This is an optimization exercise on Yosys and OpenROAD, whose aim is small area, not a production implementation.
Function was checked by simulation only, so behaviour that the tests miss may differ from the original.
No activity file was given, so power comes from the tool's default toggle rates.

==> flow/design.v <==
module snn_csa_o(
    input  [30:0] b,
    input  [4:0] c,
    output [5:0] s
);
    wire w1 = b[0] ^ b[1] ^ b[2];
    wire w2 = (b[0] & (b[1] | b[2])) | (b[1] & b[2]);
    wire w3 = b[3] ^ b[4] ^ b[5];
    wire w4 = (b[3] & (b[4] | b[5])) | (b[4] & b[5]);
    wire w5 = b[6] ^ b[7] ^ b[8];
    wire w6 = (b[6] & (b[7] | b[8])) | (b[7] & b[8]);
    wire w7 = b[9] ^ b[10] ^ b[11];
    wire w8 = (b[9] & (b[10] | b[11])) | (b[10] & b[11]);
    wire w9 = b[12] ^ b[13] ^ b[14];
    wire w10 = (b[12] & (b[13] | b[14])) | (b[13] & b[14]);
    wire w11 = b[15] ^ b[16] ^ b[17];
    wire w12 = (b[15] & (b[16] | b[17])) | (b[16] & b[17]);
    wire w13 = b[18] ^ b[19] ^ b[20];
    wire w14 = (b[18] & (b[19] | b[20])) | (b[19] & b[20]);
    wire w15 = b[21] ^ b[22] ^ b[23];
    wire w16 = (b[21] & (b[22] | b[23])) | (b[22] & b[23]);
    wire w17 = b[24] ^ b[25] ^ b[26];
    wire w18 = (b[24] & (b[25] | b[26])) | (b[25] & b[26]);
    wire w19 = b[27] ^ b[28] ^ b[29];
    wire w20 = (b[27] & (b[28] | b[29])) | (b[28] & b[29]);
    wire w21 = b[30] ^ c[0] ^ w1;
    wire w22 = (b[30] & (c[0] | w1)) | (c[0] & w1);
    wire w23 = w3 ^ w5 ^ w7;
    wire w24 = (w3 & (w5 | w7)) | (w5 & w7);
    wire w25 = w9 ^ w11 ^ w13;
    wire w26 = (w9 & (w11 | w13)) | (w11 & w13);
    wire w27 = w15 ^ w17 ^ w19;
    wire w28 = (w15 & (w17 | w19)) | (w17 & w19);
    wire w29 = w21 ^ w23 ^ w25;
    wire w30 = (w21 & (w23 | w25)) | (w23 & w25);
    wire w31 = w27 ^ w29;
    wire w32 = w27 & w29;
    assign s[0] = w31;
    wire w33 = c[1] ^ w2 ^ w4;
    wire w34 = (c[1] & (w2 | w4)) | (w2 & w4);
    wire w35 = w6 ^ w8 ^ w10;
    wire w36 = (w6 & (w8 | w10)) | (w8 & w10);
    wire w37 = w12 ^ w14 ^ w16;
    wire w38 = (w12 & (w14 | w16)) | (w14 & w16);
    wire w39 = w18 ^ w20 ^ w22;
    wire w40 = (w18 & (w20 | w22)) | (w20 & w22);
    wire w41 = w24 ^ w26 ^ w28;
    wire w42 = (w24 & (w26 | w28)) | (w26 & w28);
    wire w43 = w30 ^ w32 ^ w33;
    wire w44 = (w30 & (w32 | w33)) | (w32 & w33);
    wire w45 = w35 ^ w37 ^ w39;
    wire w46 = (w35 & (w37 | w39)) | (w37 & w39);
    wire w47 = w41 ^ w43 ^ w45;
    wire w48 = (w41 & (w43 | w45)) | (w43 & w45);
    assign s[1] = w47;
    wire w49 = c[2] ^ w34 ^ w36;
    wire w50 = (c[2] & (w34 | w36)) | (w34 & w36);
    wire w51 = w38 ^ w40 ^ w42;
    wire w52 = (w38 & (w40 | w42)) | (w40 & w42);
    wire w53 = w44 ^ w46 ^ w48;
    wire w54 = (w44 & (w46 | w48)) | (w46 & w48);
    wire w55 = w49 ^ w51 ^ w53;
    wire w56 = (w49 & (w51 | w53)) | (w51 & w53);
    assign s[2] = w55;
    wire w57 = c[3] ^ w50 ^ w52;
    wire w58 = (c[3] & (w50 | w52)) | (w50 & w52);
    wire w59 = w54 ^ w56 ^ w57;
    wire w60 = (w54 & (w56 | w57)) | (w56 & w57);
    assign s[3] = w59;
    wire w61 = c[4] ^ w58 ^ w60;
    wire w62 = (c[4] & (w58 | w60)) | (w58 & w60);
    assign s[4] = w61;
    assign s[5] = w62;
endmodule
module snn_ring #(
    parameter N    = 30,   
    parameter W    = 15,   
    parameter JB   = 5,
    parameter IB   = 4,
    parameter ANY  = 0,    
    parameter ARM0 = 0     
) (
    input               clk,
    input               rst,
    input               fresh,
    input               start,      
    input               wbit,       
    output reg [JB-1:0] j,
    output reg [IB-1:0] i,
    output              u,          
    output              ud,         
    output              p,          
    output reg          rd,
    output reg          wr,
    output              done,       
    output              wdone       
);
    localparam L = N * W;
    reg [L-5:0] F;         
    reg [3:0]   dl;        
    reg         armed;
    reg [1:0]   wc;        
    wire bnd  = (i == W - 1);
    wire last = ANY ? (wc == N - 1) : (j == N - 1);
    assign u  = (fresh && rd) ? (i == 12) : F[0];
    assign ud = dl[3];
    generate
        if (W == 15) begin : g15
            assign p = !fresh && !F[11] && F[10];               
        end else begin : g16
            assign p = !fresh && !F[12] && (F[11] || F[10]);    
        end
    endgenerate
    assign done  = rd && bnd && last;
    assign wdone = wr && !rd && (i == 3);
    always @(posedge clk) begin
        F  <= {wr ? wbit : ud, F[L-5:1]};
        dl <= {dl[2:0], u};
        if (rst) begin
            i     <= 0;
            j     <= 0;
            rd    <= 1'b0;
            wr    <= 1'b0;
            armed <= ARM0;
            wc    <= 2'd0;
        end else begin
            i <= bnd ? {IB{1'b0}} : i + 1'b1;
            if (bnd) j <= (j == N - 1) ? {JB{1'b0}} : j + 1'b1;
            if (i == 3) wr <= rd;
            if (start) armed <= 1'b1;
            if (bnd) begin
                if (ANY) begin
                    if (rd) begin
                        wc <= wc + 1'b1;
                        if (last) rd <= 1'b0;
                    end else if (armed) begin
                        rd    <= 1'b1;
                        armed <= 1'b0;
                        wc    <= 2'd0;
                    end
                end else if (j == N - 1) begin
                    rd <= armed;
                    if (armed) armed <= 1'b0;
                end
            end
        end
    end
endmodule
module snn_rom_h(
    input [4:0] j,
    input [3:0] i,
    output reg [8:0] d
);
    always @* begin
        case ({j, i})
        9'd0: d = 9'h083;
        9'd1: d = 9'h1ce;
        9'd2: d = 9'h021;
        9'd3: d = 9'h109;
        9'd4: d = 9'h0ea;
        9'd5: d = 9'h10c;
        9'd6: d = 9'h0ea;
        9'd7: d = 9'h0c2;
        9'd8: d = 9'h07b;
        9'd9: d = 9'h1c5;
        9'd10: d = 9'h09f;
        9'd11: d = 9'h160;
        9'd12: d = 9'h0d5;
        9'd13: d = 9'h015;
        9'd14: d = 9'h015;
        9'd15: d = 9'h015;
        9'd16: d = 9'h176;
        9'd17: d = 9'h0c9;
        9'd18: d = 9'h01a;
        9'd19: d = 9'h1eb;
        9'd20: d = 9'h0b3;
        9'd21: d = 9'h068;
        9'd22: d = 9'h0a4;
        9'd23: d = 9'h1b9;
        9'd24: d = 9'h0b7;
        9'd25: d = 9'h01e;
        9'd26: d = 9'h03e;
        9'd27: d = 9'h0fd;
        9'd28: d = 9'h1dc;
        9'd29: d = 9'h05d;
        9'd30: d = 9'h05c;
        9'd31: d = 9'h05c;
        9'd32: d = 9'h0c4;
        9'd33: d = 9'h1d9;
        9'd34: d = 9'h0db;
        9'd35: d = 9'h120;
        9'd36: d = 9'h012;
        9'd37: d = 9'h1e1;
        9'd38: d = 9'h174;
        9'd39: d = 9'h1fd;
        9'd40: d = 9'h194;
        9'd41: d = 9'h03d;
        9'd42: d = 9'h1e6;
        9'd43: d = 9'h0e6;
        9'd44: d = 9'h192;
        9'd45: d = 9'h082;
        9'd46: d = 9'h082;
        9'd47: d = 9'h082;
        9'd48: d = 9'h14e;
        9'd49: d = 9'h06d;
        9'd50: d = 9'h091;
        9'd51: d = 9'h044;
        9'd52: d = 9'h1c4;
        9'd53: d = 9'h0b2;
        9'd54: d = 9'h090;
        9'd55: d = 9'h187;
        9'd56: d = 9'h1fe;
        9'd57: d = 9'h14e;
        9'd58: d = 9'h1b5;
        9'd59: d = 9'h1df;
        9'd60: d = 9'h0c0;
        9'd61: d = 9'h0d1;
        9'd62: d = 9'h0c1;
        9'd63: d = 9'h0c1;
        9'd64: d = 9'h123;
        9'd65: d = 9'h154;
        9'd66: d = 9'h17f;
        9'd67: d = 9'h17b;
        9'd68: d = 9'h187;
        9'd69: d = 9'h125;
        9'd70: d = 9'h02d;
        9'd71: d = 9'h15b;
        9'd72: d = 9'h065;
        9'd73: d = 9'h175;
        9'd74: d = 9'h05c;
        9'd75: d = 9'h005;
        9'd76: d = 9'h16f;
        9'd77: d = 9'h036;
        9'd78: d = 9'h026;
        9'd79: d = 9'h026;
        9'd80: d = 9'h1b7;
        9'd81: d = 9'h0be;
        9'd82: d = 9'h1c1;
        9'd83: d = 9'h1b9;
        9'd84: d = 9'h092;
        9'd85: d = 9'h1c8;
        9'd86: d = 9'h1c2;
        9'd87: d = 9'h02d;
        9'd88: d = 9'h07a;
        9'd89: d = 9'h1f2;
        9'd90: d = 9'h12d;
        9'd91: d = 9'h0ef;
        9'd92: d = 9'h063;
        9'd93: d = 9'h016;
        9'd94: d = 9'h006;
        9'd95: d = 9'h006;
        9'd96: d = 9'h1a0;
        9'd97: d = 9'h1d5;
        9'd98: d = 9'h166;
        9'd99: d = 9'h141;
        9'd100: d = 9'h148;
        9'd101: d = 9'h0bf;
        9'd102: d = 9'h1fe;
        9'd103: d = 9'h17a;
        9'd104: d = 9'h13e;
        9'd105: d = 9'h1e1;
        9'd106: d = 9'h1ca;
        9'd107: d = 9'h0cf;
        9'd108: d = 9'h00e;
        9'd109: d = 9'h07a;
        9'd110: d = 9'h00a;
        9'd111: d = 9'h00a;
        9'd112: d = 9'h12b;
        9'd113: d = 9'h125;
        9'd114: d = 9'h1e4;
        9'd115: d = 9'h1f8;
        9'd116: d = 9'h052;
        9'd117: d = 9'h04d;
        9'd118: d = 9'h179;
        9'd119: d = 9'h173;
        9'd120: d = 9'h14a;
        9'd121: d = 9'h152;
        9'd122: d = 9'h159;
        9'd123: d = 9'h142;
        9'd124: d = 9'h0bb;
        9'd125: d = 9'h0c1;
        9'd126: d = 9'h0c1;
        9'd127: d = 9'h0c1;
        9'd128: d = 9'h026;
        9'd129: d = 9'h0dc;
        9'd130: d = 9'h153;
        9'd131: d = 9'h00a;
        9'd132: d = 9'h159;
        9'd133: d = 9'h009;
        9'd134: d = 9'h09d;
        9'd135: d = 9'h13e;
        9'd136: d = 9'h043;
        9'd137: d = 9'h13a;
        9'd138: d = 9'h0f7;
        9'd139: d = 9'h1ed;
        9'd140: d = 9'h05b;
        9'd141: d = 9'h0c6;
        9'd142: d = 9'h042;
        9'd143: d = 9'h042;
        9'd144: d = 9'h0ab;
        9'd145: d = 9'h191;
        9'd146: d = 9'h04f;
        9'd147: d = 9'h17a;
        9'd148: d = 9'h18c;
        9'd149: d = 9'h1aa;
        9'd150: d = 9'h1c3;
        9'd151: d = 9'h11d;
        9'd152: d = 9'h0ff;
        9'd153: d = 9'h15b;
        9'd154: d = 9'h16f;
        9'd155: d = 9'h09d;
        9'd156: d = 9'h03d;
        9'd157: d = 9'h0da;
        9'd158: d = 9'h018;
        9'd159: d = 9'h018;
        9'd160: d = 9'h1cb;
        9'd161: d = 9'h034;
        9'd162: d = 9'h16a;
        9'd163: d = 9'h0cd;
        9'd164: d = 9'h0b9;
        9'd165: d = 9'h00d;
        9'd166: d = 9'h17d;
        9'd167: d = 9'h1e9;
        9'd168: d = 9'h060;
        9'd169: d = 9'h048;
        9'd170: d = 9'h138;
        9'd171: d = 9'h19d;
        9'd172: d = 9'h04f;
        9'd173: d = 9'h081;
        9'd174: d = 9'h001;
        9'd175: d = 9'h001;
        9'd176: d = 9'h026;
        9'd177: d = 9'h088;
        9'd178: d = 9'h19f;
        9'd179: d = 9'h1a8;
        9'd180: d = 9'h180;
        9'd181: d = 9'h172;
        9'd182: d = 9'h17c;
        9'd183: d = 9'h068;
        9'd184: d = 9'h12a;
        9'd185: d = 9'h065;
        9'd186: d = 9'h0a6;
        9'd187: d = 9'h06c;
        9'd188: d = 9'h141;
        9'd189: d = 9'h047;
        9'd190: d = 9'h041;
        9'd191: d = 9'h041;
        9'd192: d = 9'h18b;
        9'd193: d = 9'h0f8;
        9'd194: d = 9'h0a0;
        9'd195: d = 9'h199;
        9'd196: d = 9'h1e0;
        9'd197: d = 9'h1b9;
        9'd198: d = 9'h110;
        9'd199: d = 9'h141;
        9'd200: d = 9'h033;
        9'd201: d = 9'h1ab;
        9'd202: d = 9'h0bc;
        9'd203: d = 9'h155;
        9'd204: d = 9'h041;
        9'd205: d = 9'h029;
        9'd206: d = 9'h001;
        9'd207: d = 9'h001;
        9'd208: d = 9'h050;
        9'd209: d = 9'h0a4;
        9'd210: d = 9'h103;
        9'd211: d = 9'h181;
        9'd212: d = 9'h06a;
        9'd213: d = 9'h062;
        9'd214: d = 9'h1e6;
        9'd215: d = 9'h187;
        9'd216: d = 9'h077;
        9'd217: d = 9'h1b5;
        9'd218: d = 9'h14b;
        9'd219: d = 9'h1d0;
        9'd220: d = 9'h036;
        9'd221: d = 9'h030;
        9'd222: d = 9'h030;
        9'd223: d = 9'h030;
        9'd224: d = 9'h099;
        9'd225: d = 9'h14c;
        9'd226: d = 9'h072;
        9'd227: d = 9'h0f5;
        9'd228: d = 9'h134;
        9'd229: d = 9'h1fa;
        9'd230: d = 9'h188;
        9'd231: d = 9'h047;
        9'd232: d = 9'h156;
        9'd233: d = 9'h1bc;
        9'd234: d = 9'h15f;
        9'd235: d = 9'h1e5;
        9'd236: d = 9'h0b9;
        9'd237: d = 9'h08e;
        9'd238: d = 9'h08c;
        9'd239: d = 9'h08c;
        9'd240: d = 9'h0e7;
        9'd241: d = 9'h0bd;
        9'd242: d = 9'h0eb;
        9'd243: d = 9'h059;
        9'd244: d = 9'h1b8;
        9'd245: d = 9'h16f;
        9'd246: d = 9'h162;
        9'd247: d = 9'h08a;
        9'd248: d = 9'h0ad;
        9'd249: d = 9'h132;
        9'd250: d = 9'h06e;
        9'd251: d = 9'h17d;
        9'd252: d = 9'h141;
        9'd253: d = 9'h0ef;
        9'd254: d = 9'h061;
        9'd255: d = 9'h061;
        9'd256: d = 9'h1fc;
        9'd257: d = 9'h082;
        9'd258: d = 9'h0fa;
        9'd259: d = 9'h176;
        9'd260: d = 9'h1f8;
        9'd261: d = 9'h1c5;
        9'd262: d = 9'h0d0;
        9'd263: d = 9'h146;
        9'd264: d = 9'h013;
        9'd265: d = 9'h152;
        9'd266: d = 9'h112;
        9'd267: d = 9'h072;
        9'd268: d = 9'h092;
        9'd269: d = 9'h075;
        9'd270: d = 9'h010;
        9'd271: d = 9'h010;
        9'd272: d = 9'h1f3;
        9'd273: d = 9'h02e;
        9'd274: d = 9'h1c5;
        9'd275: d = 9'h042;
        9'd276: d = 9'h0e6;
        9'd277: d = 9'h016;
        9'd278: d = 9'h199;
        9'd279: d = 9'h077;
        9'd280: d = 9'h0ba;
        9'd281: d = 9'h1b9;
        9'd282: d = 9'h0e2;
        9'd283: d = 9'h1f8;
        9'd284: d = 9'h0a7;
        9'd285: d = 9'h0f7;
        9'd286: d = 9'h0e7;
        9'd287: d = 9'h0e7;
        9'd288: d = 9'h1a9;
        9'd289: d = 9'h07a;
        9'd290: d = 9'h1d6;
        9'd291: d = 9'h075;
        9'd292: d = 9'h1da;
        9'd293: d = 9'h0e2;
        9'd294: d = 9'h054;
        9'd295: d = 9'h1d6;
        9'd296: d = 9'h0b2;
        9'd297: d = 9'h09e;
        9'd298: d = 9'h044;
        9'd299: d = 9'h1a0;
        9'd300: d = 9'h0e1;
        9'd301: d = 9'h0ab;
        9'd302: d = 9'h0a1;
        9'd303: d = 9'h0a1;
        9'd304: d = 9'h020;
        9'd305: d = 9'h0c5;
        9'd306: d = 9'h0af;
        9'd307: d = 9'h082;
        9'd308: d = 9'h18e;
        9'd309: d = 9'h184;
        9'd310: d = 9'h09d;
        9'd311: d = 9'h1ed;
        9'd312: d = 9'h081;
        9'd313: d = 9'h1f4;
        9'd314: d = 9'h0bd;
        9'd315: d = 9'h1b1;
        9'd316: d = 9'h06a;
        9'd317: d = 9'h013;
        9'd318: d = 9'h002;
        9'd319: d = 9'h002;
        9'd320: d = 9'h05d;
        9'd321: d = 9'h1d2;
        9'd322: d = 9'h16f;
        9'd323: d = 9'h05e;
        9'd324: d = 9'h102;
        9'd325: d = 9'h0ec;
        9'd326: d = 9'h112;
        9'd327: d = 9'h03e;
        9'd328: d = 9'h0f9;
        9'd329: d = 9'h0a6;
        9'd330: d = 9'h1f7;
        9'd331: d = 9'h1e8;
        9'd332: d = 9'h133;
        9'd333: d = 9'h011;
        9'd334: d = 9'h011;
        9'd335: d = 9'h011;
        9'd336: d = 9'h1c7;
        9'd337: d = 9'h1f8;
        9'd338: d = 9'h079;
        9'd339: d = 9'h17e;
        9'd340: d = 9'h039;
        9'd341: d = 9'h038;
        9'd342: d = 9'h057;
        9'd343: d = 9'h10e;
        9'd344: d = 9'h0bf;
        9'd345: d = 9'h1c6;
        9'd346: d = 9'h10d;
        9'd347: d = 9'h0ba;
        9'd348: d = 9'h070;
        9'd349: d = 9'h058;
        9'd350: d = 9'h058;
        9'd351: d = 9'h058;
        9'd352: d = 9'h09c;
        9'd353: d = 9'h02c;
        9'd354: d = 9'h069;
        9'd355: d = 9'h022;
        9'd356: d = 9'h1d5;
        9'd357: d = 9'h179;
        9'd358: d = 9'h0f4;
        9'd359: d = 9'h1ff;
        9'd360: d = 9'h0f8;
        9'd361: d = 9'h194;
        9'd362: d = 9'h045;
        9'd363: d = 9'h14e;
        9'd364: d = 9'h08e;
        9'd365: d = 9'h0e4;
        9'd366: d = 9'h0c4;
        9'd367: d = 9'h0c4;
        9'd368: d = 9'h00c;
        9'd369: d = 9'h1ce;
        9'd370: d = 9'h1a0;
        9'd371: d = 9'h024;
        9'd372: d = 9'h1fc;
        9'd373: d = 9'h025;
        9'd374: d = 9'h041;
        9'd375: d = 9'h02b;
        9'd376: d = 9'h147;
        9'd377: d = 9'h0b9;
        9'd378: d = 9'h15d;
        9'd379: d = 9'h15b;
        9'd380: d = 9'h020;
        9'd381: d = 9'h0ed;
        9'd382: d = 9'h061;
        9'd383: d = 9'h061;
        9'd384: d = 9'h1c6;
        9'd385: d = 9'h190;
        9'd386: d = 9'h179;
        9'd387: d = 9'h0c2;
        9'd388: d = 9'h03c;
        9'd389: d = 9'h14b;
        9'd390: d = 9'h076;
        9'd391: d = 9'h0a5;
        9'd392: d = 9'h1f5;
        9'd393: d = 9'h16c;
        9'd394: d = 9'h0a6;
        9'd395: d = 9'h19d;
        9'd396: d = 9'h0fe;
        9'd397: d = 9'h0a4;
        9'd398: d = 9'h0a4;
        9'd399: d = 9'h0a4;
        9'd400: d = 9'h0fe;
        9'd401: d = 9'h048;
        9'd402: d = 9'h09d;
        9'd403: d = 9'h0cd;
        9'd404: d = 9'h0ab;
        9'd405: d = 9'h098;
        9'd406: d = 9'h1e1;
        9'd407: d = 9'h10c;
        9'd408: d = 9'h16f;
        9'd409: d = 9'h049;
        9'd410: d = 9'h195;
        9'd411: d = 9'h08d;
        9'd412: d = 9'h1f9;
        9'd413: d = 9'h010;
        9'd414: d = 9'h010;
        9'd415: d = 9'h010;
        9'd416: d = 9'h186;
        9'd417: d = 9'h1c1;
        9'd418: d = 9'h07a;
        9'd419: d = 9'h0c2;
        9'd420: d = 9'h088;
        9'd421: d = 9'h059;
        9'd422: d = 9'h0b7;
        9'd423: d = 9'h02c;
        9'd424: d = 9'h035;
        9'd425: d = 9'h129;
        9'd426: d = 9'h07d;
        9'd427: d = 9'h19c;
        9'd428: d = 9'h122;
        9'd429: d = 9'h07d;
        9'd430: d = 9'h030;
        9'd431: d = 9'h030;
        9'd432: d = 9'h059;
        9'd433: d = 9'h0c1;
        9'd434: d = 9'h07f;
        9'd435: d = 9'h0c6;
        9'd436: d = 9'h14b;
        9'd437: d = 9'h1c4;
        9'd438: d = 9'h12f;
        9'd439: d = 9'h107;
        9'd440: d = 9'h0ed;
        9'd441: d = 9'h082;
        9'd442: d = 9'h096;
        9'd443: d = 9'h13d;
        9'd444: d = 9'h173;
        9'd445: d = 9'h07c;
        9'd446: d = 9'h074;
        9'd447: d = 9'h074;
        9'd448: d = 9'h1e9;
        9'd449: d = 9'h033;
        9'd450: d = 9'h010;
        9'd451: d = 9'h0a0;
        9'd452: d = 9'h0cc;
        9'd453: d = 9'h0ab;
        9'd454: d = 9'h041;
        9'd455: d = 9'h014;
        9'd456: d = 9'h130;
        9'd457: d = 9'h1fa;
        9'd458: d = 9'h018;
        9'd459: d = 9'h104;
        9'd460: d = 9'h09f;
        9'd461: d = 9'h0a5;
        9'd462: d = 9'h085;
        9'd463: d = 9'h085;
        9'd464: d = 9'h1cc;
        9'd465: d = 9'h0cb;
        9'd466: d = 9'h1f3;
        9'd467: d = 9'h14a;
        9'd468: d = 9'h008;
        9'd469: d = 9'h0eb;
        9'd470: d = 9'h1a0;
        9'd471: d = 9'h01b;
        9'd472: d = 9'h128;
        9'd473: d = 9'h0b3;
        9'd474: d = 9'h0cc;
        9'd475: d = 9'h1eb;
        9'd476: d = 9'h053;
        9'd477: d = 9'h0a5;
        9'd478: d = 9'h001;
        9'd479: d = 9'h001;
        9'd480: d = 9'h099;
        9'd481: d = 9'h14c;
        9'd482: d = 9'h072;
        9'd483: d = 9'h0f5;
        9'd484: d = 9'h134;
        9'd485: d = 9'h1fa;
        9'd486: d = 9'h188;
        9'd487: d = 9'h047;
        9'd488: d = 9'h156;
        9'd489: d = 9'h1bc;
        9'd490: d = 9'h15f;
        9'd491: d = 9'h1e5;
        9'd492: d = 9'h0b9;
        9'd493: d = 9'h08e;
        9'd494: d = 9'h08c;
        9'd495: d = 9'h08c;
        9'd496: d = 9'h0e7;
        9'd497: d = 9'h0bd;
        9'd498: d = 9'h0eb;
        9'd499: d = 9'h059;
        9'd500: d = 9'h1b8;
        9'd501: d = 9'h16f;
        9'd502: d = 9'h162;
        9'd503: d = 9'h08a;
        9'd504: d = 9'h0ad;
        9'd505: d = 9'h132;
        9'd506: d = 9'h06e;
        9'd507: d = 9'h17d;
        9'd508: d = 9'h141;
        9'd509: d = 9'h0ef;
        9'd510: d = 9'h061;
        9'd511: d = 9'h061;
        default: d = 9'h0;
        endcase
    end
endmodule
module snn_rom_o(
    input [1:0] j,
    input [3:0] i,
    output reg [30:0] d
);
    always @* begin
        case ({j, i})
        6'd0: d = 31'h712cf436;
        6'd1: d = 31'h64815345;
        6'd2: d = 31'h775e2a3c;
        6'd3: d = 31'h23fee131;
        6'd4: d = 31'h7f3d39a8;
        6'd5: d = 31'h72eca1f2;
        6'd6: d = 31'h69f5ceaf;
        6'd7: d = 31'h30f0714d;
        6'd8: d = 31'h266bd760;
        6'd9: d = 31'h1e232b85;
        6'd10: d = 31'h4dbf4cbc;
        6'd11: d = 31'h2235466f;
        6'd12: d = 31'h6540afa6;
        6'd13: d = 31'h3f1b3ee7;
        6'd14: d = 31'h270a0e26;
        6'd15: d = 31'h270a0e26;
        6'd16: d = 31'h4a06ddb9;
        6'd17: d = 31'h19a9134b;
        6'd18: d = 31'h6d050c82;
        6'd19: d = 31'h0295f85c;
        6'd20: d = 31'h65eb5086;
        6'd21: d = 31'h38391be6;
        6'd22: d = 31'h0347ff27;
        6'd23: d = 31'h01bfaeae;
        6'd24: d = 31'h63f73225;
        6'd25: d = 31'h4319c43b;
        6'd26: d = 31'h3bfb7b0c;
        6'd27: d = 31'h699dcd99;
        6'd28: d = 31'h39f8e3b6;
        6'd29: d = 31'h32f2bebf;
        6'd30: d = 31'h30b28693;
        6'd31: d = 31'h30b28693;
        6'd32: d = 31'h3a92d76a;
        6'd33: d = 31'h36a232e9;
        6'd34: d = 31'h033915b1;
        6'd35: d = 31'h1e5fa1c4;
        6'd36: d = 31'h39cc4669;
        6'd37: d = 31'h451d91bf;
        6'd38: d = 31'h3fe10746;
        6'd39: d = 31'h38a93f7b;
        6'd40: d = 31'h6cd5fecc;
        6'd41: d = 31'h28caa655;
        6'd42: d = 31'h274e4493;
        6'd43: d = 31'h3f641ddb;
        6'd44: d = 31'h4991f20d;
        6'd45: d = 31'h29b9eb83;
        6'd46: d = 31'h0901e303;
        6'd47: d = 31'h0901e303;
        6'd48: d = 31'h60b2d603;
        6'd49: d = 31'h5014217e;
        6'd50: d = 31'h7b523628;
        6'd51: d = 31'h4a54149a;
        6'd52: d = 31'h75065ec6;
        6'd53: d = 31'h5801603e;
        6'd54: d = 31'h290b7d41;
        6'd55: d = 31'h530a49f7;
        6'd56: d = 31'h0b68e533;
        6'd57: d = 31'h69766e31;
        6'd58: d = 31'h3daeab4e;
        6'd59: d = 31'h555a0c73;
        6'd60: d = 31'h3e85eb04;
        6'd61: d = 31'h37ffdb9d;
        6'd62: d = 31'h169e4804;
        6'd63: d = 31'h169e4804;
        default: d = 31'h0;
        endcase
    end
endmodule
`timescale 1ns / 1ps
module snn_wrapper(
        input clk,
        input rst,
        input [7:0] i_input_neurons,
        output [3:0] o_output_spike,
        output [29:0] o_hidden_spike
    );
    reg [9:0] tcnt;
    reg       tick_d;
    wire      tick = (tcnt == 10'h3ac);
    always @(posedge clk) begin
        if (rst || tick)
            tcnt <= 10'h001;
        else
            tcnt <= {tcnt[8:0], tcnt[9] ^ tcnt[6]};
        if (rst)
            tick_d <= 1'b0;
        else
            tick_d <= tick;
    end
    reg  [7:0]  in_s;      
    reg  [29:0] hs;        
    reg  [3:0]  os;        
    reg         fresh;     
    always @(posedge clk)
        if (tick) in_s <= i_input_neurons;
    assign o_hidden_spike = hs & {30{tick_d}};
    assign o_output_spike = os & {4{tick_d}};
    wire        wbit;
    wire [1:0]  oj;
    wire [3:0]  oi;
    wire        ou, oud, op, ord, owr, owdone;
    snn_ring #(.N(4), .W(16), .JB(2), .IB(4), .ANY(1), .ARM0(1)) u_oring (
        .clk(clk), .rst(rst), .fresh(fresh), .start(tick_d), .wbit(wbit),
        .j(oj), .i(oi), .u(ou), .ud(oud), .p(op), .rd(ord), .wr(owr),
        .done(), .wdone(owdone)
    );
    wire [4:0]  hj;
    wire [3:0]  hi;
    wire        hu, hud, hp, hrd, hwr, hdone;
    snn_ring #(.N(30), .W(15), .JB(5), .IB(4), .ANY(0), .ARM0(0)) u_hring (
        .clk(clk), .rst(rst), .fresh(fresh), .start(owdone), .wbit(wbit),
        .j(hj), .i(hi), .u(hu), .ud(hud), .p(hp), .rd(hrd), .wr(hwr),
        .done(hdone), .wdone()
    );
    wire        om   = ord || owr;           
    wire [3:0]  i    = om ? oi : hi;
    wire        u    = om ? ou : hu;
    wire        ud   = om ? oud : hud;
    wire        bnd  = om ? (oi == 4'd15) : (hi == 4'd14);
    wire        zi   = om ? (oi == 4'd0) : (hi == 4'd1);    
    wire [30:0] orom;
    wire [8:0]  hrom;
    snn_rom_o u_rom_o (.j(oj), .i(oi), .d(orom));
    snn_rom_h u_rom_h (.j(hj), .i(hi), .d(hrom));
    wire [29:0] og = hs & orom[29:0] & {30{om && !fresh}};
    wire [7:0]  hg = in_s & hrom[7:0] & {8{!om && !fresh}};
    wire [30:0] cb = {om ? orom[30] : hrom[8], og[29:8], og[7:0] | hg};
    reg  [4:0]  creg;      
    reg         breg;      
    reg         yreg;      
    reg  [2:0]  dh;        
    reg         preg;      
    wire [4:0]  cin = (i == 4'd0) ? 5'd0 : creg;
    wire [5:0]  sum;                     
    snn_csa_o u_sum (.b(cb), .c(cin), .s(sum));
    wire        xb  = sum[0];
    wire [1:0]  ds  = xb + !u + ((i == 4'd0) ? 1'b1 : breg);
    wire [2:0]  dhi = creg[2:0] - ((sum[3:0] + 1'b1) >> 1) + u - 1'b1 + ds[1];
    wire        dd  = (i < 4'd4) ? dh[(i[1:0] == 2'd3) ? 2'd2 : i[1:0]] : ds[0];
    wire [1:0]  ys  = ud + dd + ((i == 4'd4) ? 1'b0 : yreg);
    assign wbit = preg ? zi : ys[0];
    always @(posedge clk) begin
        creg <= sum[5:1];
        breg <= ds[1];
        yreg <= ys[1];
        if (bnd) dh <= dhi;
        if (i == 4'd3) preg <= om ? op : hp;
        if (ord && oi == 4'd3) os[oj] <= op;
        if (hrd && hi == 4'd3) hs <= {hp, hs[29:1]};    
        if (rst)
            fresh <= 1'b1;
        else if (hdone)
            fresh <= 1'b0;
    end
endmodule
==> flow/flow/run.sh <==
#!/bin/bash
# Standard synthesis (standard.sh synth), unchanged; then its combinational
# logic re-mapped for area by flow/reabc.tcl (registers kept instance for
# instance); then the standard layout (standard.sh finish) of that netlist,
# with buf_1 port buffers and a clock tree without dummy loads.
# Each tool's output goes to a log file of its own in this folder.
set -euo pipefail
R=orfs/results/$FLOW_PLATFORM/snn_wrapper/base
bash standard.sh synth > flow_synth.log 2>&1
cp $R/1_2_yosys.v flow_std_synth.v
KEEP="sky130_fd_sc_hd__df* sky130_fd_sc_hd__edf* sky130_fd_sc_hd__sdf* sky130_fd_sc_hd__sedf* sky130_fd_sc_hd__dl*"
YOSYS=$(command -v yosys || echo "$FLOW_HOME/../tools/install/yosys/bin/yosys")
LIB=$FLOW_HOME/platforms/$FLOW_PLATFORM/lib/sky130_fd_sc_hd__tt_025C_1v80.lib \
NETLIST=$R/1_2_yosys.v TOP=$FLOW_TOP KEEP_CELLS="$KEEP" ABC_SCRIPT=flow/area.abc \
ADDER_MAP=$FLOW_HOME/platforms/$FLOW_PLATFORM/cells_adders_hd.v \
  "$YOSYS" -c flow/reabc.tcl > flow_reabc.log 2>&1
rm -f $R/1_synth.odb $R/1_synth.sdc
bash standard.sh \
  "BUFFER_PORTS_ARGS=-buffer_cell sky130_fd_sc_hd__buf_1" \
  "CTS_ARGS=-sink_clustering_enable -repair_clock_nets -dont_use_dummy_load -buf_list sky130_fd_sc_hd__clkbuf_4 -sink_clustering_size 10 -sink_clustering_max_diameter 35" \
  finish > flow_make.log 2>&1
==> flow/flow/area.abc <==
&get -n
&st
&dch -f
&nf -R 1000 -p -F 8 -A 4 -C 32
&put
==> flow/flow/reabc.tcl <==
# Re-map the combinational logic of the standard synthesis netlist for
# area.  Flip-flops (KEEP_CELLS) are kept as they are, instance for
# instance, so the registers keep the standard synthesis's names and cell
# types.  The rest is flattened to gates, its full adders are extracted
# again onto the platform's adder cells (ADDER_MAP), and ABC maps the
# remaining logic with an area-oriented script (ABC_SCRIPT).
set lib $::env(LIB)
set net $::env(NETLIST)
yosys read_liberty -ignore_miss_func $lib
yosys setattr -mod -set blackbox 1 {*}$::env(KEEP_CELLS)
yosys read_verilog $net
yosys hierarchy -top $::env(TOP)
yosys flatten
yosys opt_clean
yosys techmap
yosys opt -fast
yosys extract_fa -fa
yosys techmap -map $::env(ADDER_MAP)
yosys opt -fast
yosys setattr -mod -set blackbox 1 sky130_fd_sc_hd__fa_1
yosys abc -liberty $lib -dont_use sky130_fd_sc_hd__lpflow_* -dont_use sky130_fd_sc_hd__probe* -script $::env(ABC_SCRIPT)
yosys opt_clean -purge
yosys hilomap -singleton -hicell sky130_fd_sc_hd__conb_1 HI -locell sky130_fd_sc_hd__conb_1 LO
yosys splitnets
yosys opt_clean -purge
yosys stat -liberty $lib
yosys write_verilog -noattr -noexpr -nohex -nodec $net
==> flow/standard.sh <==
#!/bin/bash
# synth_recipe.tcl (not shown) runs the flow's synth.tcl, then flattens the netlist and writes it again
# the make line also repeats each setting of config.mk as NAME=value (left out here)
make -C /OpenROAD-flow-scripts/flow DESIGN_CONFIG=/design/flow/config.mk WORK_HOME=/design/flow/orfs CLKGATE_MAP_FILE= SYNTH_SCRIPT=/design/flow/synth_recipe.tcl "${@:-finish}"
==> flow/config.mk <==
export PLATFORM = sky130hd
export DESIGN_NAME = snn_wrapper
export DESIGN_NICKNAME = snn_wrapper
export VERILOG_FILES = /design/flow/design.v
export SDC_FILE = /design/flow/constraint.sdc
export NUM_CORES = 4
export LEC_CHECK = 0
export ABC_AREA = 1
export CAP_MARGIN = 20
export CORE_MARGIN = 2
export CORE_UTILIZATION = 40
export GPL_TIMING_DRIVEN = 0
export PLACE_DENSITY = 0.6
export SETUP_SLACK_MARGIN = 0.3
export SLEW_MARGIN = 20
export SYNTH_MEMORY_MAX_BITS = 16384
==> flow/constraint.sdc <==
create_clock -name core_clock -period 10.0 [get_ports {clk}]
set_input_delay 2.0000 -clock core_clock [delete_from_list [all_inputs] [get_ports {clk}]]
set_output_delay 2.0000 -clock core_clock [all_outputs]
set_load 0.01 [all_outputs]
==> results of run 1 <==
## routing by layer
metal / vias to the layer above / wire length, um
met5: - / 21
met4: 4 / 5210
met3: 328 / 7810
met2: 1163 / 30600
met1: 7833 / 29400
li1: 7101 / -
## layout make-up
cell class                 instances  area [um2]  share of cell area [%]
timing repair buffer              58         447                    2.03
multi-input combinational       1229        7420                    33.7
tap                              664         831                    3.78
sequential                       602       12500                    57.0
clock buffer                      79         593                    2.70
inverter                          41         159                   0.722
antenna                            3        7.51                  0.0341
## per-stage QoR
step                cell area (um2)  power (uW)  hold WS, ns  worst slack, ns  util, %
CTS                           21900        3840        0.267            0.335     44.6
detailed placement            21300        2760        0.312           0.0924     43.4
floorplan                     19900        2640        0.310            0.570        -
global route                  22000        3970        0.264            0.307     44.8
finish                        22000        3790        0.268            0.553     44.9
global placement              20900        2770        0.311            -3.59     42.6
## power by group
group	total (uW)	internal (uW)	leakage (uW)	switching, uW
clock	1060	363	0.000363	694
sequential	2440	2430	0.00491	13.2
combinational	296	78.9	0.00251	217
total	3790	2870	0.00778	925
## timing repair
item                       CTS  global route
pin swaps                    0             1
resized for setup            7            32
setup buffers                0             2
setup endpoints to repair    1             2
## worst paths after layout
check,from,endpoint,slack [ns],cells past startpoint
max,u_hring.i[1]$_SDFF_PP0_,dh[2]$_DFFE_PP_,0.55,30
min,u_hring.F[212]$_DFF_P_,u_hring.F[211]$_DFF_P_,0.27,0
max reg2reg,u_hring.i[1]$_SDFF_PP0_,dh[2]$_DFFE_PP_,0.55,30
min reg2reg,u_hring.F[212]$_DFF_P_,u_hring.F[211]$_DFF_P_,0.27,0
## worst reg2reg max path: cells and delay by family, from the launching register on
| family | cells | cell delay [ns] |
|---|---|---|
| compound gates | 5 | 1.45 |
| xor+xnor | 4 | 0.65 |
| fa+ha+maj | 8 | 3.52 |
| buf+inv | 5 | 0.56 |
| flops | 1 | 0.62 |
| simple gates | 8 | 2.40 |
## flip-flops by register name, indices dropped and copies added, names as in the netlist, 5 cells and up
register and count:
u_hring.F 446, u_oring.F 60, hs 30, tcnt 10, in_s 8, creg 5
u_hring.j 5
==> flow_summary.json, run 1 <==
{
  "final_hold_viol_count": 0,
  "drc": 0,
  "gp_congestion": 1.09,
  "run_status": "timing/DRC/antenna clean",
  "slowest_stage": "nor2_2",
  "timing.final.crit_share_pct": 94.5,
  "core-area_mm2": 0.0491,
  "portBuffers": 43,
  "path_buf_inv": 5,
  "arrival_ns": 9.97,
  "slew_viol_final": 0,
  "cts-root-buf": "clkbuf_4",
  "worst_clock_skew_ns": 0.0664,
  "dr.pass1.iters": 8,
  "fill_cells": 4832,
  "clkTransAtPathRegs_ns": 0.10,
  "crit_path_end_kind": "register",
  "gr-max-usage-layer": "met2",
  "crit_path_frequent_cell": "fa_1",
  "antenna_found_initial": 4,
  "clock_latency_ns": 0.81,
  "max_slew_margin_pct": 21.3,
  "required_ns": 10.52,
  "syn_area_per_cell_um2": 10.6,
  "drt_iter0_drc": 2295,
  "startpoint_type": "register",
  "cts_buffers": 79,
  "routed_wirelength_um": 73000,
  "ant_nets": 0,
  "max_freq_mhz": 106,
  "clock_path_buffers": 3,
  "grt_max_degree": 69,
  "yosys_warnings": 5,
  "layout.cells.most_common": "dfxtp_1",
  "dieWidth_um": 227,
  "grt-ovfl-total": 0,
  "ios": 44,
  "start_util_pct": 40.6,
  "met2_usage_pct": 41.6,
  "rsz0062_at_grt": "no",
  "die_area_mm2": 0.0515,
  "grt_pass1_vias": 15700,
  "num_rows": 81,
  "final_cell_mix": "dfxtp_1, nand2_1, nor2_1",
  "hp-class": "register to register",
  "cts_hold_buf": 0,
  "htreeDepth": 3,
  "setup_viol_count_final": 0,
  "period_needed_ns": 9.45,
  "routedWlPerCell_um": 27.3,
  "viasPerCell": 6.14,
  "synth_cells": 1872,
  "final_nets": 2055,
  "grt_usage_pct": 28.6,
  "critPathKind": "register to register",
  "met1_usage_pct": 38.3,
  "fin_setup_tns_ns": 0,
  "place_inst": 2592,
  "drive_gt1_share_pct": 7.91,
  "syn_nets": 1916,
  "powerDensity_mw_per_mm2": 172,
  "peakVddDrop_mv": 0.145,
  "die_h_um": 227,
  "syn2layout_area_growth_pct": 10.6,
  "tightest_slew_ns": 1.17,
  "dr_total_vias": 16400,
  "cts.sinks": 602,
  "p_leak_uw": 0.00778,
  "dp_hpwl_um": 48300,
  "crit_family": "adder cells",
  "maxCapViolations": 0,
  "synth_area_mm2": 0.0199,
  "cp_max_fo": 20,
  "met3_usage_pct": 7.42,
  "grt_pass1_wl_um": 107000,
  "fin_cells": 2676,
  "cts_tree": "built",
  "critical-path-max-stage-delay_ns": 0.76
}
==> inputs of run 2 (changes only) <==
--- a/flow/flow/run.sh
+++ b/flow/flow/run.sh
@@ -17,5 +17,5 @@
 rm -f $R/1_synth.odb $R/1_synth.sdc
 bash standard.sh \
   "BUFFER_PORTS_ARGS=-buffer_cell sky130_fd_sc_hd__buf_1" \
-  "CTS_ARGS=-sink_clustering_enable -repair_clock_nets -dont_use_dummy_load -buf_list sky130_fd_sc_hd__clkbuf_4 -sink_clustering_size 10 -sink_clustering_max_diameter 35" \
+  "CTS_ARGS=-sink_clustering_enable -repair_clock_nets -dont_use_dummy_load -buf_list sky130_fd_sc_hd__clkbuf_8 -sink_clustering_size 16 -sink_clustering_max_diameter 50" \
   finish > flow_make.log 2>&1
==> flow_summary.json, run 2 <==
{
  "period_needed_ns": 9.50,
  "top_register": "u_hring.F",
  "cts_hold_buf": 0,
  "yosys_warnings": 5,
  "cp_max_fo": 19,
  "cts_buffers": 50,
  "netSwitchingPower_uw": 909,
  "ios": 44,
  "ant_nets": 0,
  "htreeDepth": 2,
  "timing.final.crit_share_pct": 95.0,
  "viasPerCell": 6.15,
  "final_area_mm2": 0.0221,
  "grt_usage_pct": 28.3,
  "synth_cells": 1872,
  "core-area_mm2": 0.0491,
  "routedWlPerCell_um": 27.4,
  "syn2layout_area_growth_pct": 10.9,
  "num_rows": 81,
  "power_frac_seq_pct": 63.2,
  "die_area_mm2": 0.0515,
  "final_cell_mix": "dfxtp_1, nand2_1, nor2_1",
  "peakVddDrop_mv": 0.123,
  "cts_tree": "built",
  "cts-root-buf": "clkbuf_8",
  "portBuffers": 43,
  "max_slew_margin_pct": 18.8,
  "largestRegisters": "u_hring.F x446, u_oring.F x60, hs x30",
  "clkTransAtPathRegs_ns": 0.09,
  "dp_hpwl_um": 48300,
  "power.internal_uw": 2950,
  "layout.cells.most_common": "dfxtp_1",
  "grt-ovfl-total": 0,
  "combPwrFrac_pct": 7.6,
  "antenna_found_initial": 4,
  "dieWidth_um": 227,
  "synth_area_mm2": 0.0199,
  "grt_pass1_vias": 15400,
  "hold_depth": 0,
  "p_sw_share_pct": 23.6,
  "rr_worst_depth": 29,
  "reg2reg_to": "dh[2]$_DFFE_PP_",
  "hold-path-endpoint": "u_hring.F[244]$_DFF_P_",
  "clock_latency_ns": 0.63,
  "slew_viol_final": 0,
  "grt_max_degree": 69,
  "path_buf_inv": 5,
  "min_from": "u_hring.F[245]$_DFF_P_",
  "cts.sinks": 602,
  "max_freq_mhz": 105,
  "crit_cells": 29,
  "critPathKind": "register to register",
  "critical-path-max-stage-delay_ns": 0.81,
  "hp-class": "register to register",
  "worst_clock_skew_ns": 0.0577,
  "crit_path_frequent_cell": "fa_1",
  "final_nets": 2024,
  "run_status": "timing/DRC/antenna clean",
  "crit_family": "adder cells",
  "p_leak_uw": 0.00777,
  "drt_iter0_drc": 2418,
  "slowest_stage": "nor2_1",
  "r2r-start": "u_hring.i[2]$_SDFF_PP0_",
  "clock_path_buffers": 3,
  "syn_nets": 1916,
  "routed_wirelength_um": 72400,
  "finalPower_uw": 3860,
  "arrival_ns": 9.89,
  "drc": 0,
  "start_util_pct": 40.6,
  "rsz0062_at_grt": "no",
  "dr.pass1.iters": 6,
  "postCtsSetupRepairBufs": 0,
  "tightest_slew_ns": 1.20,
  "grt_pass1_wl_um": 106000,
  "startpoint_type": "register",
  "setup_viol_count_final": 0,
  "fill_cells": 4794,
  "die_h_um": 227,
  "gp_congestion": 1.09,
  "regToRegSetupSlack_ns": 0.50,
  "clkPwrFrac_pct": 29.1,
  "required_ns": 10.38,
  "dr_total_vias": 16200,
  "largest_reg_flops": 446,
  "crit_path_end_kind": "register",
  "syn_area_per_cell_um2": 10.6,
  "maxCapViolations": 0,
  "final_hold_viol_count": 0,
  "placed_cell_area_mm2": 0.0213,
  "powerDensity_mw_per_mm2": 175,
  "drive_gt1_share_pct": 6.22
}
-- run 2: power by group through the flow --
stage	clock network, uW	registers, uW	logic (uW)
after global placement	0	2500	265
final	1120	2440	295
after floorplan	0	2490	149
after CTS	1180	2440	272
after global routing	1270	2440	302
after detailed placement	0	2490	270
-- run 2: routing by layer --
layer | GRT usage, % | wire length, um | vias up
met1 | 38.5 | 29900 | 7824
met5 | 0 | 34 | -
met3 | 6.27 | 7170 | 309
li1 | - | - | 7007
met4 | 16.4 | 5060 | 6
met2 | 41.4 | 30200 | 1103
-- run 2: worst max path at each step --
stage | startpoint | end | slack (ns)
after floorplan | u_hring.j[0]$_SDFFE_PP0P_ | dh[2]$_DFFE_PP_ | 0.57
final | u_hring.i[2]$_SDFF_PP0_ | dh[2]$_DFFE_PP_ | 0.50
after CTS | u_hring.i[2]$_SDFF_PP0_ | dh[2]$_DFFE_PP_ | 0.33
after global placement | u_hring.j[0]$_SDFFE_PP0P_ | dh[2]$_DFFE_PP_ | -3.59
after global routing | u_hring.i[0]$_SDFF_PP0_ | dh[2]$_DFFE_PP_ | 0.31
after detailed placement | u_hring.i[0]$_SDFF_PP0_ | dh[2]$_DFFE_PP_ | 0.09
-- run 2: stage by stage --
step                cells  setup WS [ns]  hold WS, ns  util, %  TNS [ns]
global route         2643          0.305        0.295     45.0         0
finish               2643          0.497        0.291     45.0         0
global placement     2579          -3.59        0.311     42.6    -27.59
floorplan            1872          0.570        0.310        -         0
detailed placement   2592         0.0924        0.312     43.4         0
CTS                  2642          0.334        0.295     44.8         0
-- run 2: timing repair --
item,CTS,global route
endpoints found under the setup margin,1,2
gates resized for setup,6,28
cloned,0,0
pin swaps,0,0
-- run 2: cell type report --
class | instances | area [um2] | area share [%]
Sequential cell | 602 | 12500 | 56.9
Multi-Input combinational cell | 1229 | 7410 | 33.6
Tap cell | 664 | 831 | 3.77
Clock buffer | 50 | 688 | 3.12
Timing Repair Buffer | 56 | 432 | 1.96
Inverter | 41 | 159 | 0.720
Antenna cell | 1 | 2.50 | 0.0113
==> inputs of run 3 (changes only) <==
--- a/flow/design.v
+++ b/flow/design.v
@@ -813,15 +813,17 @@
     snn_csa_o u_sum (.b(cb), .c(cin), .s(sum));
     wire        xb  = sum[0];
     wire [1:0]  ds  = xb + !u + ((i == 4'd0) ? 1'b1 : breg);
-    wire [2:0]  dhi = creg[2:0] - ((sum[3:0] + 1'b1) >> 1) + u - 1'b1 + ds[1];
-    wire        dd  = (i < 4'd4) ? dh[(i[1:0] == 2'd3) ? 2'd2 : i[1:0]] : ds[0];
+    wire [2:0]  dht = creg[2:0] + u - 1'b1 + ds[1] - xb;
+    wire        dd  = (i == 4'd0) ? dh[0] ^ creg[0] :
+                      (i < 4'd4) ? dh[(i[1:0] == 2'd3) ? 2'd2 : i[1:0]] : ds[0];
     wire [1:0]  ys  = ud + dd + ((i == 4'd4) ? 1'b0 : yreg);
     assign wbit = preg ? zi : ys[0];
     always @(posedge clk) begin
         creg <= sum[5:1];
         breg <= ds[1];
         yreg <= ys[1];
-        if (bnd) dh <= dhi;
+        if (bnd) dh <= dht;
+        else if (i == 4'd0) dh <= dh - creg[2:0];
         if (i == 4'd3) preg <= om ? op : hp;
         if (ord && oi == 4'd3) os[oj] <= op;
         if (hrd && hi == 4'd3) hs <= {hp, hs[29:1]};    
--- a/flow/flow/run.sh
+++ b/flow/flow/run.sh
@@ -17,5 +17,5 @@
 rm -f $R/1_synth.odb $R/1_synth.sdc
 bash standard.sh \
   "BUFFER_PORTS_ARGS=-buffer_cell sky130_fd_sc_hd__buf_1" \
-  "CTS_ARGS=-sink_clustering_enable -repair_clock_nets -dont_use_dummy_load -buf_list sky130_fd_sc_hd__clkbuf_8 -sink_clustering_size 16 -sink_clustering_max_diameter 50" \
+  "CTS_ARGS=-sink_clustering_enable -repair_clock_nets -dont_use_dummy_load -buf_list sky130_fd_sc_hd__clkbuf_4 -sink_clustering_size 10 -sink_clustering_max_diameter 35" \
   finish > flow_make.log 2>&1
--- a/flow/config.mk
+++ b/flow/config.mk
@@ -11,6 +11,5 @@
 export CORE_UTILIZATION = 40
 export GPL_TIMING_DRIVEN = 0
 export PLACE_DENSITY = 0.6
-export SETUP_SLACK_MARGIN = 0.3
 export SLEW_MARGIN = 20
 export SYNTH_MEMORY_MAX_BITS = 16384
==> flow_summary.json, run 3 <==
{
  "run_status": "timing/DRC/antenna clean",
  "netSwitchingPower_uw": 977,
  "gr-max-usage-layer": "met1",
  "num_rows": 81,
  "start_util_pct": 40.7,
  "timing.final.crit_share_pct": 96.7,
  "cts_tree": "built",
  "top_register": "u_hring.F",
  "grt_max_degree": 73,
  "met1_usage_pct": 40.4,
  "syn2layout_area_growth_pct": 9.99,
  "slew_viol_final": 0,
  "portBuffers": 43,
  "grt-ovfl-total": 0,
  "ctsResizeCount": 0,
  "syn_area_per_cell_um2": 10.6,
  "cts-root-buf": "clkbuf_4",
  "cts_buffers": 81,
  "cp_max_fo": 25,
  "met3_usage_pct": 9.63,
  "power.internal_uw": 2910,
  "final_hold_viol_count": 0,
  "required_ns": 10.45,
  "syn_nets": 1929,
  "drt_iter0_drc": 2333,
  "maxCapViolations": 0,
  "worst_hold_slack_ns": 0.263,
  "antenna_found_initial": 6,
  "arrival_ns": 10.12,
  "dieWidth_um": 228,
  "rsz0062_at_grt": "no",
  "largest_reg_flops": 446,
  "die_h_um": 228,
  "grt_usage_pct": 28.4,
  "fin_setup_tns_ns": 0,
  "drive_gt1_share_pct": 6.63,
  "critPathKind": "register to register",
  "period_needed_ns": 9.67,
  "clkTransAtPathRegs_ns": 0.09,
  "startpoint_type": "register",
  "dr_total_vias": 16300,
  "critical-path-max-stage-delay_ns": 0.75,
  "max_freq_mhz": 103,
  "cts.sinks": 602,
  "postCtsSetupRepairBufs": 0,
  "final_area_mm2": 0.0220,
  "gp_congestion": 1.02,
  "largestRegisters": "u_hring.F x446, u_oring.F x60, hs x30",
  "routedWlPerCell_um": 27.1,
  "peakVddDrop_mv": 0.142,
  "slowest_stage": "dfxtp_2",
  "dp_hpwl_um": 48800,
  "clkPwrFrac_pct": 27.2,
  "crit_path_end_kind": "register",
  "utilization_pct": 44.7,
  "htreeDepth": 3,
  "final_cell_mix": "dfxtp_1, nor2_1, nand2_1",
  "combPwrFrac_pct": 9.7,
  "hp-class": "register to register",
  "crit_path_frequent_cell": "fa_1",
  "synth_area_mm2": 0.0200,
  "power_frac_seq_pct": 63.1,
  "final_nets": 2069,
  "ant_nets": 0,
  "yosys_warnings": 5,
  "layout.cells.most_common": "dfxtp_1",
  "grt_pass1_vias": 15500,
  "p_sw_share_pct": 25.2,
  "met2_usage_pct": 38.1,
  "die_area_mm2": 0.0518,
  "regToRegSetupSlack_ns": 0.33,
  "grt_pass1_wl_um": 106000,
  "setup_viol_count_final": 0,
  "powerDensity_mw_per_mm2": 177,
  "placed_cell_area_mm2": 0.0214,
  "clock_path_buffers": 3,
  "routed_wirelength_um": 72800,
  "worst_clock_skew_ns": 0.136,
  "p_leak_uw": 0.00776,
  "max_slew_margin_pct": 13.1,
  "cts_hold_buf": 0,
  "synth_cells": 1883,
  "tightest_slew_ns": 1.30,
  "dr.pass1.iters": 6,
  "drc": 0,
  "core-area_mm2": 0.0492,
  "clock_latency_ns": 0.81,
  "viasPerCell": 6.06,
  "ios": 44
}
[run 3: cell count changes in the layout (fill, tap and decap cells not counted), sizes merged, moves of 11 or more]
cell	previous run	this run
a21oi	144	157
nor2	182	200
o21ai	156	145
clkbuf	50	81
nand2	182	171
[run 3: worst max-delay path: cells and delay by family, from the launching register on]
family          cells  cell delay, ns
buf+inv             2            0.26
compound gates      7            1.63
xor+xnor            3            0.71
flops               1            0.75
simple gates        8            2.98
fa+ha+maj           6            2.97
[run 3: through the flow]
stage          std cells  setup WS, ns  total power [uW]
2_1_floorplan       1883         0.838              2700
3_3_place_gp        2590         -3.64              2860
3_5_place_dp        2604        0.0936              2860
4_1_cts             2685        0.0238              3930
5_1_grt             2686        0.0214              4060
6_report            2686         0.331              3880
[run 3: final cells by class]
type	count	area, um2
fillers	4761	27200
flip-flops and latches	602	12500
multi-input cells	1246	7420
well taps	664	831
clock buffers	81	608
repair buffers	57	444
inverters	35	133
diodes	1	2.50
[run 3: power groups by stage]
stage	Clock, uW	Combinational (uW)	Sequential (uW)
floorplan	0	195	2500
global placement	0	347	2520
detailed placement	0	352	2500
CTS	1120	353	2450
global route	1220	387	2450
finish	1060	376	2450
[run 3: final timing paths]
kind | from | end | cells past startpoint
min | u_hring.F[324]$_DFF_P_ | u_hring.F[323]$_DFF_P_ | 0
max reg2reg | u_hring.i[0]$_SDFF_PP0_ | dh[2]$_DFFE_PP_ | 26
max | u_hring.i[0]$_SDFF_PP0_ | dh[2]$_DFFE_PP_ | 26
min reg2reg | u_hring.F[324]$_DFF_P_ | u_hring.F[323]$_DFF_P_ | 0
[run 3: layer usage]
layer / vias up / wire (um) / part of all wire [%]
li1: 7140 / - / -
met2: 1029 / 28700 / 40
met4: 8 / 3870 / 5.3
met3: 251 / 8360 / 11
met5: - / 66 / 0.091
met1: 7851 / 31700 / 44
==> inputs of run 4 (changes only) <==
--- a/flow/config.mk
+++ b/flow/config.mk
@@ -11,5 +11,6 @@
 export CORE_UTILIZATION = 40
 export GPL_TIMING_DRIVEN = 0
 export PLACE_DENSITY = 0.6
+export SETUP_SLACK_MARGIN = 0.3
 export SLEW_MARGIN = 20
 export SYNTH_MEMORY_MAX_BITS = 16384
==> flow_summary.json, run 4 <==
{
  "run_status": "timing/DRC/antenna clean",
  "clock_path_buffers": 3,
  "critPathKind": "register to register",
  "cts.sinks": 602,
  "peakVddDrop_mv": 0.142,
  "num_rows": 81,
  "yosys_warnings": 5,
  "clkTransAtPathRegs_ns": 0.09,
  "required_ns": 10.45,
  "powerDensity_mw_per_mm2": 177,
  "syn2layout_area_growth_pct": 10.0,
  "worst_hold_slack_ns": 0.265,
  "synth_cells": 1883,
  "worst_clock_skew_ns": 0.141,
  "postCtsSetupRepairBufs": 0,
  "start_util_pct": 40.7,
  "gp_congestion": 1.02,
  "cp_max_fo": 23,
  "syn_nets": 1929,
  "drive_gt1_share_pct": 6.63,
  "core-area_mm2": 0.0492,
  "drt_iter0_drc": 2422,
  "max_slew_margin_pct": 13.1,
  "ant_nets": 0,
  "cts-root-buf": "clkbuf_4",
  "max_freq_mhz": 106,
  "final_area_mm2": 0.0220,
  "final_cell_mix": "dfxtp_1, nor2_1, nand2_1",
  "period_needed_ns": 9.47,
  "grt_max_degree": 73,
  "maxCapViolations": 0,
  "ios": 44,
  "setup_viol_count_final": 0,
  "dr_total_vias": 16300,
  "drc": 0,
  "hp-class": "register to register",
  "clock_latency_ns": 0.81,
  "placed_cell_area_mm2": 0.0214,
  "timing.final.crit_share_pct": 94.7,
  "slew_viol_final": 0,
  "grt-ovfl-total": 0,
  "startpoint_type": "register",
  "p_leak_uw": 0.00777,
  "synth_area_mm2": 0.0200,
  "layout.cells.most_common": "dfxtp_1",
  "cts_tree": "built",
  "arrival_ns": 9.92,
  "ctsResizeCount": 1,
  "final_hold_viol_count": 0,
  "tightest_slew_ns": 1.30,
  "dieWidth_um": 228,
  "final_nets": 2069,
  "rsz0062_at_grt": "no",
  "dp_hpwl_um": 48800,
  "crit_path_end_kind": "register",
  "die_area_mm2": 0.0518,
  "utilization_pct": 44.7,
  "syn_area_per_cell_um2": 10.6,
  "htreeDepth": 3,
  "die_h_um": 228,
  "dr.pass1.iters": 7,
  "grt_pass1_wl_um": 106000,
  "largest_reg_flops": 446,
  "cts_hold_buf": 0,
  "viasPerCell": 6.06,
  "routedWlPerCell_um": 27.1,
  "top_register": "u_hring.F",
  "largestRegisters": "u_hring.F x446, u_oring.F x60, hs x30",
  "antenna_found_initial": 6,
  "grt_usage_pct": 28.4,
  "routed_wirelength_um": 72700,
  "portBuffers": 43,
  "grt_pass1_vias": 15500,
  "cts_buffers": 81
}
-- run 4: power by group --
part	switching [uW]	leakage (uW)	internal, uW
Sequential	17.5	0.00490	2430
Combinational	274	0.00249	102
Clock	685	0.000373	372
Total	977	0.00777	2910
-- run 4: worst paths after layout --
| path | from | cells after the start | slack [ns] | to |
|---|---|---|---|---|
| worst max-delay path | u_hring.i[2]$_SDFF_PP0_ | 25 | 0.53 | dh[2]$_DFFE_PP_ |
| worst min-delay path | u_hring.F[302]$_DFF_P_ | 0 | 0.26 | u_hring.F[301]$_DFF_P_ |
| worst max register to register | u_hring.i[2]$_SDFF_PP0_ | 25 | 0.53 | dh[2]$_DFFE_PP_ |
| worst min register to register | u_hring.F[302]$_DFF_P_ | 0 | 0.26 | u_hring.F[301]$_DFF_P_ |
-- run 4: final cells by class --
cell class / instances / area [um2]
clock buffers: 81 / 608
diodes: 1 / 2.50
multi-input cells: 1246 / 7420
flip-flops and latches: 602 / 12500
well taps: 664 / 831
repair buffers: 57 / 444
fillers: 4758 / 27200
inverters: 35 / 133
-- run 4: metrics by stage --
stage / TNS [ns] / total power, uW / setup WS (ns) / std cells
floorplan: 0 / 2700 / 0.838 / 1883
global placement: -36.23 / 2860 / -3.64 / 2590
detailed placement: 0 / 2860 / 0.0936 / 2604
CTS: 0 / 3930 / 0.374 / 2685
global route: 0 / 4060 / 0.324 / 2686
finish: 0 / 3880 / 0.528 / 2686
-- run 4: routing by layer --
metal	vias up	routed length, um	part of all wire [%]	GRT usage (%)
li1	7141	-	-	-
met1	7836	31500	43	40.4
met2	1040	28800	40	38.1
met3	254	8370	12	9.60
met4	10	3960	5.4	14.3
met5	-	80	0.11	0
-- run 4: critical path, stage by stage, from the launching register on --
cell and delay, ns:
dfxtp_2 0.64, buf_16 0.24, or2_0 0.78, and2_0 0.87, nand2_1 0.50, nand2_1 0.48, nor2_1 0.10, o311ai_0 0.43
o21ai_0 0.30, o22ai_1 0.29, o21bai_1 0.11, a41oi_1 0.26, fa_1 0.48, clkinv_1 0.11, fa_1 0.43, fa_1 0.54
xor2_1 0.44, clkinv_1 0.18, fa_1 0.46, fa_1 0.48, and2_0 0.21, fa_1 0.45, xnor2_1 0.15, xnor2_1 0.13
nor2_1 0.08, a21oi_1 0.05
==> inputs of run 5 (changes only) <==
--- a/flow/config.mk
+++ b/flow/config.mk
@@ -10,7 +10,7 @@
 export CORE_MARGIN = 2
 export CORE_UTILIZATION = 40
 export GPL_TIMING_DRIVEN = 0
-export PLACE_DENSITY = 0.6
+export PLACE_DENSITY = 0.72
 export SETUP_SLACK_MARGIN = 0.3
 export SLEW_MARGIN = 20
 export SYNTH_MEMORY_MAX_BITS = 16384
==> flow_summary.json, run 5 <==
{
  "arrival_ns": 9.91,
  "drt_iter0_drc": 1829,
  "clock_path_buffers": 3,
  "cts.sinks": 602,
  "largest_reg_flops": 446,
  "hp-class": "register to register",
  "final_nets": 2068,
  "grt-ovfl-total": 0,
  "die_h_um": 228,
  "setup_viol_count_final": 0,
  "drc": 0,
  "slowest_stage": "and2_0",
  "cts_buffers": 77,
  "top_register": "u_hring.F",
  "drive_gt1_share_pct": 6.49,
  "gp_congestion": 0.996,
  "tightest_slew_ns": 1.20,
  "path_cells": "or2_0 > and2_0 > nand2_1 > nand2_1 > nor2_1 > o311ai_0 > o21ai_0 > o22ai_1 > o21bai_1 > a41oi_1 > fa_1 > clkinv_1 > fa_1 > fa_1 > xor2_1 > clkinv_1 > fa_1 > fa_1 > and2_0 > fa_1 > xnor2_1 > xnor2_1 > nor2_1 > a21oi_1",
  "worst_clock_skew_ns": 0.102,
  "antenna_found_initial": 4,
  "synth_cells": 1883,
  "peakVddDrop_mv": 0.161,
  "syn_area_per_cell_um2": 10.6,
  "max_freq_mhz": 106,
  "largestRegisters": "u_hring.F x446, u_oring.F x60, hs x30",
  "slew_viol_final": 0,
  "syn2layout_area_growth_pct": 10.1,
  "grt_pass1_vias": 15900,
  "critPathKind": "register to register",
  "final_cell_mix": "dfxtp_1, nor2_1, nand2_1",
  "die_area_mm2": 0.0518,
  "cp_max_fo": 25,
  "crit_path_frequent_cell": "fa_1",
  "grt_max_degree": 70,
  "netSwitchingPower_uw": 978,
  "place_inst": 2606,
  "seq_area_mm2": 0.0125,
  "ant_nets": 0,
  "placed_cell_area_mm2": 0.0214,
  "cts-root-buf": "clkbuf_4",
  "fill_cells": 4655,
  "p_leak_uw": 0.00777,
  "dieWidth_um": 228,
  "dp_hpwl_um": 52200,
  "start_util_pct": 40.7,
  "max_slew_margin_pct": 19.9,
  "ios": 44,
  "critical-path-max-stage-delay_ns": 1.01,
  "cts_hold_buf": 0,
  "p_sw_share_pct": 25.3,
  "postCtsSetupRepairBufs": 0,
  "cts_tree": "built",
  "maxCapViolations": 0,
  "routed_wirelength_um": 76200,
  "power.internal_uw": 2890,
  "core-area_mm2": 0.0492,
  "synth_area_mm2": 0.0200,
  "multi_input_area_mm2": 0.00742,
  "portBuffers": 43,
  "timing.final.crit_share_pct": 93.9,
  "clock_latency_ns": 0.81,
  "rsz0062_at_grt": "no",
  "routedWlPerCell_um": 28.3,
  "dr.pass1.iters": 6,
  "htreeDepth": 3,
  "dr_total_vias": 16100,
  "grt_pass1_wl_um": 110000,
  "clkTransAtPathRegs_ns": 0.09,
  "viasPerCell": 5.99,
  "grt_usage_pct": 29.8,
  "final_area_mm2": 0.0220,
  "final_hold_viol_count": 0,
  "num_rows": 81,
  "clkPwrFrac_pct": 26.8,
  "syn_nets": 1929,
  "power_frac_seq_pct": 63.4,
  "run_status": "timing/DRC/antenna clean",
  "powerDensity_mw_per_mm2": 176,
  "startpoint_type": "register",
  "required_ns": 10.52,
  "fin_cells": 2687,
  "yosys_warnings": 5,
  "combPwrFrac_pct": 9.8,
  "crit_path_end_kind": "register",
  "layout.cells.most_common": "dfxtp_1",
  "period_needed_ns": 9.39
}
-- run 5: changes by cell type in the layout (fill, tap and decap cells not counted), moves of 2 or more --
cell      delta
diode_2      +2
dfxtp_2      -2
buf_6        +2
clkbuf_4     -4
-- run 5: repair_timing --
| action | 4_1_cts | 5_1_grt |
|---|---|---|
| hold endpoints to repair | 0 | 0 |
| gates resized for setup | 0 | 4 |
| endpoints found under the setup margin | 0 | 2 |
-- run 5: cell type report --
cell class / instances / share of cell area (%)
inverters: 35 / 0.620
multi-input cells: 1246 / 33.7
repair buffers: 60 / 2.18
diodes: 3 / 0.0341
clock buffers: 77 / 2.63
flip-flops and latches: 602 / 57.0
well taps: 664 / 3.78
-- run 5: worst max-delay path, delay by kind of cell, from the launching register on --
| kind | cells | cell delay, ns |
|---|---|---|
| AOI/OAI and AO/OA | 6 | 1.33 |
| xor gates and xnor gates | 3 | 0.76 |
| adders and majority gates | 6 | 2.86 |
| buffers and inverters | 2 | 0.28 |
| DFF | 1 | 0.79 |
| and+or+nand+nor | 7 | 3.09 |
-- run 5: routing by layer --
layer / part of all wire, % / up-vias / global-route usage (%)
li1: - / 7143 / -
met2: 40 / 905 / 41.0
met1: 45 / 7810 / 42.1
met5: 0.014 / - / 0
met3: 9.9 / 229 / 9.11
met4: 4.9 / 2 / 14.7
-- run 5: path summary, 6_finish.rpt --
path / from / endpoint / slack [ns] / depth (start not counted)
max: u_hring.i[0]$_SDFF_PP0_ / dh[2]$_DFFE_PP_ / 0.61 / 24
min: u_hring.F[286]$_DFF_P_ / u_hring.F[285]$_DFF_P_ / 0.23 / 0
max reg2reg: u_hring.i[0]$_SDFF_PP0_ / dh[2]$_DFFE_PP_ / 0.61 / 24
min reg2reg: u_hring.F[286]$_DFF_P_ / u_hring.F[285]$_DFF_P_ / 0.23 / 0
-- run 5: power by group through the flow --
| stage | Sequential [uW] | Clock, uW | Combinational (uW) |
|---|---|---|---|
| 4_1_cts | 2450 | 1090 | 359 |
| 2_1_floorplan | 2500 | 0 | 195 |
| 3_3_place_gp | 2520 | 0 | 350 |
| 5_1_grt | 2450 | 1180 | 391 |
| 3_5_place_dp | 2510 | 0 | 358 |
| 6_report | 2450 | 1040 | 378 |
-- run 5: per-stage QoR --
step	hold slack, ns	setup TNS [ns]	utilization [%]	setup WS, ns	power (uW)
after floorplan	0.310	0	-	0.838	2700
after global placement	0.311	-39.37	42.7	-3.90	2870
after detailed placement	0.312	0	43.5	0.695	2860
after CTS	0.222	0	44.7	0.679	3900
after global routing	0.233	0	44.7	0.398	4020
final	0.232	0	44.7	0.607	3870

afterwards: timing with drivers on the ports:
No port has a modelled driver above. Below, the same layouts with a new extraction and two added sets of constraints.
Step 1, drivers: a clkbuf_16 drives clk and a buf_2 each remaining input, both assumed.
Step 2 moves the port delays by t, midway between the first and last clock arrival at a register: inputs arrive t later, outputs are due t later. That takes back most of the time a late clock gives input paths.
Three values: no drivers, after step 1, after step 2; two values: the first two.
run	shift t [ns]	setup slack, ns	worst setup path at the end	pins driven straight from the clock port
run 1	0.829	0.553 / 0.553 / 0.553	register to register	1
run 2	0.655	0.497 / 0.497 / 0.497	register to register	1
run 3	0.788	0.331 / 0.331 / 0.331	register to register	1
run 4	0.788	0.528 / 0.528 / 0.528	register to register	1
run 5	0.800	0.607 / 0.607 / 0.607	register to register	1
After both steps setup and hold are still met in every run listed.
